What follows belongs to an exercise in optimizing a design on an open flow for small area and a short achievable clock period; a production flow would make more cautious choices.

==> job 6007 <==
// xcore
module xcore (
      input             clk,
      input             rst,
      output reg [8:0]  pc,
      input [31:0]      instruction,
      output            ram_sel,
      output            ram_we,
      output [8:0]      ram_addr,
      output [31:0]     ram_wdata,
      input [31:0]      ram_rdata,
      output            trap
      );
Settings: LEC_CHECK=0, ABC_AREA=1, CAP_MARGIN=20, CORE_MARGIN=2, CORE_UTILIZATION=55, SETUP_SLACK_MARGIN=4.1, SLEW_MARGIN=20, TNS_END_PERCENT=100; clock period 8.5 ns.
standard.sh (not shown) runs the stock make flow with config.mk's settings and CLKGATE_MAP_FILE= SYNTH_SCRIPT=/design/flow/synth_recipe.tcl, a recipe that flattens the netlist after the stock synthesis.
==> flow/flow/run.sh <==
#!/bin/bash
# The standard ORFS layout (standard.sh), with extra ORFS settings:
# the output logic (modules xaddr_decoder and xregf) and the register file
# write enables (xwe), none holding registers, are kept as modules until ABC
# has mapped them, so their gates are not shared with the core's (synth_recipe.tcl flattens the design afterwards); plain buffers
# on the ports; no dummy loads in the clock tree.
# make's output goes to flow_make.log; each ORFS step keeps its own log
# under orfs/logs/.
set -euo pipefail
bash standard.sh \
  "SYNTH_KEEP_MODULES=xaddr_decoder xregf xwe" \
  "BUFFER_PORTS_ARGS=-buffer_cell sky130_fd_sc_hd__buf_2" \
  "CTS_ARGS=-sink_clustering_enable -repair_clock_nets -dont_use_dummy_load -buf_list sky130_fd_sc_hd__clkbuf_8 -sink_clustering_size 14 -sink_clustering_max_diameter 60" \
  finish > flow_make.log 2>&1
==> job 8254 (differences from job 6007) <==
--- a/flow/design.v
+++ b/flow/design.v
@@ -1,49 +1,24 @@
-`timescale 1ns / 1ps
-module xwe (
-      input [3:0]   op,
-      input [9:0]   ia,
-      input [9:0]   rb,
-      output [15:0] we
-      );
-   wire store = op == 4'd9 || op == 4'd11;
-   wire viab  = op[3:1] == 3'b101;   
-   wire [9:0] a = viab ? rb : ia;
-   wire rf = a[9] && a[8:4] == 5'd0;
-   assign we = {16{store && rf}} & (16'd1 << a[3:0]);
-endmodule
-`timescale 1ns / 1ps
-module xregf (
-      input [31:0]  c,
-      input [31:0]  x0,
-      input [31:0]  x1,
-      output [31:0] q
-      );
-   genvar k;
-   generate for (k = 0; k < 32; k = k + 1) begin : sel
-      assign q[k] = c[k] ? x1[k] : x0[k];
-   end endgenerate
-endmodule
 `timescale 1ns / 1ps
 module xaddr_decoder (
       input [3:0]  op,
       input [9:0]  ia,
       input [9:0]  rb,
       output       ram_sel,
       output       ram_we,
       output [8:0] ram_addr,
       output       trap
       );
-   wire ti = ia[9] && (ia[8:5] != 4'd0 || ia[4] && ia[3:1] != 3'd0);
-   wire tb = rb[9] && (rb[8:5] != 4'd0 || rb[4] && rb[3:1] != 3'd0);
-   wire bus_lo = op[2] ? !op[1] : op[1] ^ op[0];
-   assign ram_sel  = op[3] ? !op[2] && (op[1] ? !rb[9] : !ia[9]) : bus_lo && !ia[9];
-   assign trap     = op[3] ? !op[2] && (op[1] ? tb : ti) : bus_lo && ti;
-   assign ram_we   = op[3] && !op[2] && op[0];
-   assign ram_addr = op[3] && op[1] ? rb[8:0] : ia[8:0];
+   wire busop = op == 4'd1 || op == 4'd2 || op == 4'd4 || op == 4'd5 || op[3:2] == 2'b10;
+   wire viab  = op[3:1] == 3'b101;   
+   wire [9:0] a = viab ? rb : ia;
+   assign ram_sel  = busop && !a[9];
+   assign trap     = busop && a[9] && (a[8:5] != 4'd0 || a[4] && a[3:1] != 3'd0);
+   assign ram_we   = op == 4'd9 || op == 4'd11;
+   assign ram_addr = a[8:0];
 endmodule
 `timescale 1ns / 1ps
 module xcore (
       input             clk,
       input             rst,
       output reg [8:0]  pc,
       input [31:0]      instruction,
@@ -130,27 +105,28 @@
       end
    endfunction
    wire [4:0] di = dec(instruction[9:0]);
    wire [4:0] dh = dec(regA[9:0]);
    wire [4:0] db = dec(regB[9:0]);
    xaddr_decoder outs (.op(op), .ia(instruction[9:0]), .rb(regB[9:0]),
                        .ram_sel(ram_sel), .ram_we(ram_we), .ram_addr(ram_addr), .trap(trap));
-   xregf wdata (.c(c), .x0(x0), .x1(x1), .q(ram_wdata));
-   wire is_rf = viab ? db[3] : di[3];
-   wire is_rb = viab ? db[2] : op_ldih ? dh[2] : di[2];
-   wire is_rc = viab ? db[1] : op_ldih ? dh[1] : di[1];
+   assign ram_wdata = regA;
+   wire is_rf  = viab ? db[3] : di[3];
+   wire is_rb  = viab ? db[2] : op_ldih ? dh[2] : di[2];
+   wire is_rc  = viab ? db[1] : op_ldih ? dh[1] : di[1];
+   wire is_ram = viab ? !regB[9] : !instruction[9];
    wire [31:0] imm = op_ldih ? {instruction[15:0], regA[15:0]} : {{4{instruction[27]}}, instruction[27:0]};
    wire [3:0]  ra = viab ? regB[3:0] : instruction[3:0];
    wire [31:0] m0 = ra[3] ? (ra[2] ? regf[12] : regf[8]) : (ra[2] ? regf[4] : regf[0]);
    wire [31:0] m1 = ra[3] ? (ra[2] ? regf[13] : regf[9]) : (ra[2] ? regf[5] : regf[1]);
    wire [31:0] m2 = ra[3] ? (ra[2] ? regf[14] : regf[10]) : (ra[2] ? regf[6] : regf[2]);
    wire [31:0] m3 = ra[3] ? (ra[2] ? regf[15] : regf[11]) : (ra[2] ? regf[7] : regf[3]);
    wire [31:0] rf_rd = ra[1] ? (ra[0] ? m3 : m2) : (ra[0] ? m1 : m0);
    wire s_imm = immop && !is_rb && !is_rc;
-   wire s_ram = busop && (viab ? !regB[9] : !instruction[9]);
+   wire s_ram = busop && is_ram;
    wire s_rf  = busop && is_rf;
    wire [31:0] operand = ({32{is_rb}} & regB) | ({32{is_rc}} & {29'd0, regC}) |
                          ({32{s_imm}} & imm) | ({32{s_ram}} & ram_rdata) |
                          ({32{s_rf}} & rf_rd) | {32{branch}};
    wire a_zero = regA == 32'd0;
    wire taken = branch && (op[1] ? !a_zero : a_zero);
    always @(posedge clk, posedge rst)
@@ -171,15 +147,11 @@
         k_and   <= op_and;
         k_xor   <= op_xor;
         k_hold  <= store;
         k_flags <= alu;
         if (store && is_rb)
           regB <= regA;
      end
-   wire [15:0] we;
-   xwe wdec (.op(op), .ia(instruction[9:0]), .rb(regB[9:0]), .we(we));
-   integer w;
    always @(posedge clk)
-     for (w = 0; w < 16; w = w + 1)
-       if (we[w])
-         regf[w] <= regA;
+     if (store && is_rf)
+       regf[ra] <= regA;
 endmodule
==> flow/flow/run.sh (replaced) <==
#!/bin/bash
# The standard ORFS layout (standard.sh), with extra ORFS settings:
# the bus-output logic (module xaddr_decoder, no registers) is kept as a
# module until ABC has mapped it, so its gates are not shared with the rest
# (synth_recipe.tcl flattens the design afterwards); plain buffers on the
# ports; no dummy loads in the clock tree.
# make's output goes to flow_make.log; each ORFS step keeps its own log
# under orfs/logs/.
set -euo pipefail
bash standard.sh \
  "SYNTH_KEEP_MODULES=xaddr_decoder" \
  "BUFFER_PORTS_ARGS=-buffer_cell sky130_fd_sc_hd__buf_2" \
  "CTS_ARGS=-sink_clustering_enable -repair_clock_nets -dont_use_dummy_load -buf_list sky130_fd_sc_hd__clkbuf_8" \
  finish > flow_make.log 2>&1
- SETUP_SLACK_MARGIN: 4.1 -> 3.9
==> flow_metrics.env <==
export IMPL_status="no timing/DRC/antenna violations"
export IMPL_grt_max_degree=71
export IMPL_cp_top_family="simple AND/OR/NAND/NOR gates"
export IMPL_max_slew_margin_pct=39.0
export IMPL_final_cell_area_um2=35100
export IMPL_timing_final_crit_share_pct=55.6
export IMPL_synth_top_area_share_pct=50.6
export IMPL_vias_per_cell=6.36
export IMPL_p_comb_w=0.00456
That was job 8254.
==> flow_metrics.env <==
export IMPL_ios=119
export IMPL_p_comb_w=0.00409
export IMPL_synth_mux_area_share_pct=0.0924
export IMPL_p_comb_share_pct=41.0
export IMPL_worst_path_buf_inv=2
export IMPL_cp_top_family="compound AO/OA/AOI/OAI gates"
export IMPL_start_util_pct=55.4
export IMPL_clk_pin_slew_ns=0.09
export IMPL_io_buffers=118
export IMPL_holdPathStages=2
export IMPL_reg2regPathDepth=20
export IMPL_status="no timing/DRC/antenna violations"
export IMPL_finClkSkew_ns=0.0991
export IMPL_max_slew_margin_pct=34.0
export IMPL_top_register="regf"
export IMPL_vias_per_cell=5.76
export IMPL_grt_max_degree=213
That was job 6007.
No functional check of the RTL was part of any run of this note.

port drivers added, routing unchanged:
Ports are ideal in the flow. The routed layouts listed here were re-timed in OpenROAD. Step 1 (the two cells are an assumption about what drives the block):
set clk [get_ports {clk}]
set_driving_cell -lib_cell sky130_fd_sc_hd__clkbuf_16 $clk
set_driving_cell -lib_cell sky130_fd_sc_hd__buf_2 [delete_from_list [all_inputs] $clk]
Step 2, shift: input delay + t, output delay - t, t = (earliest + latest rising clock arrival at the registers) / 2. This alone moves slack from input paths to output paths. Three values: ideal ports, drivers, drivers and shift; two values: the first two.
run | t (ns) | setup WS [ns] | hold slack, ns
job 6007 | 0.711 | 4.144 / 4.089 / 3.628 | 0.477 / 0.477 / 0.477
job 8254 | 0.731 | 3.778 / 3.718 / 3.186 | 0.486 / 0.486 / 0.486
After both steps setup and hold are still met in every run listed. The setup slack of job 8254, which loses most, moves by -0.060 ns with the drivers and by -0.592 ns with both steps.
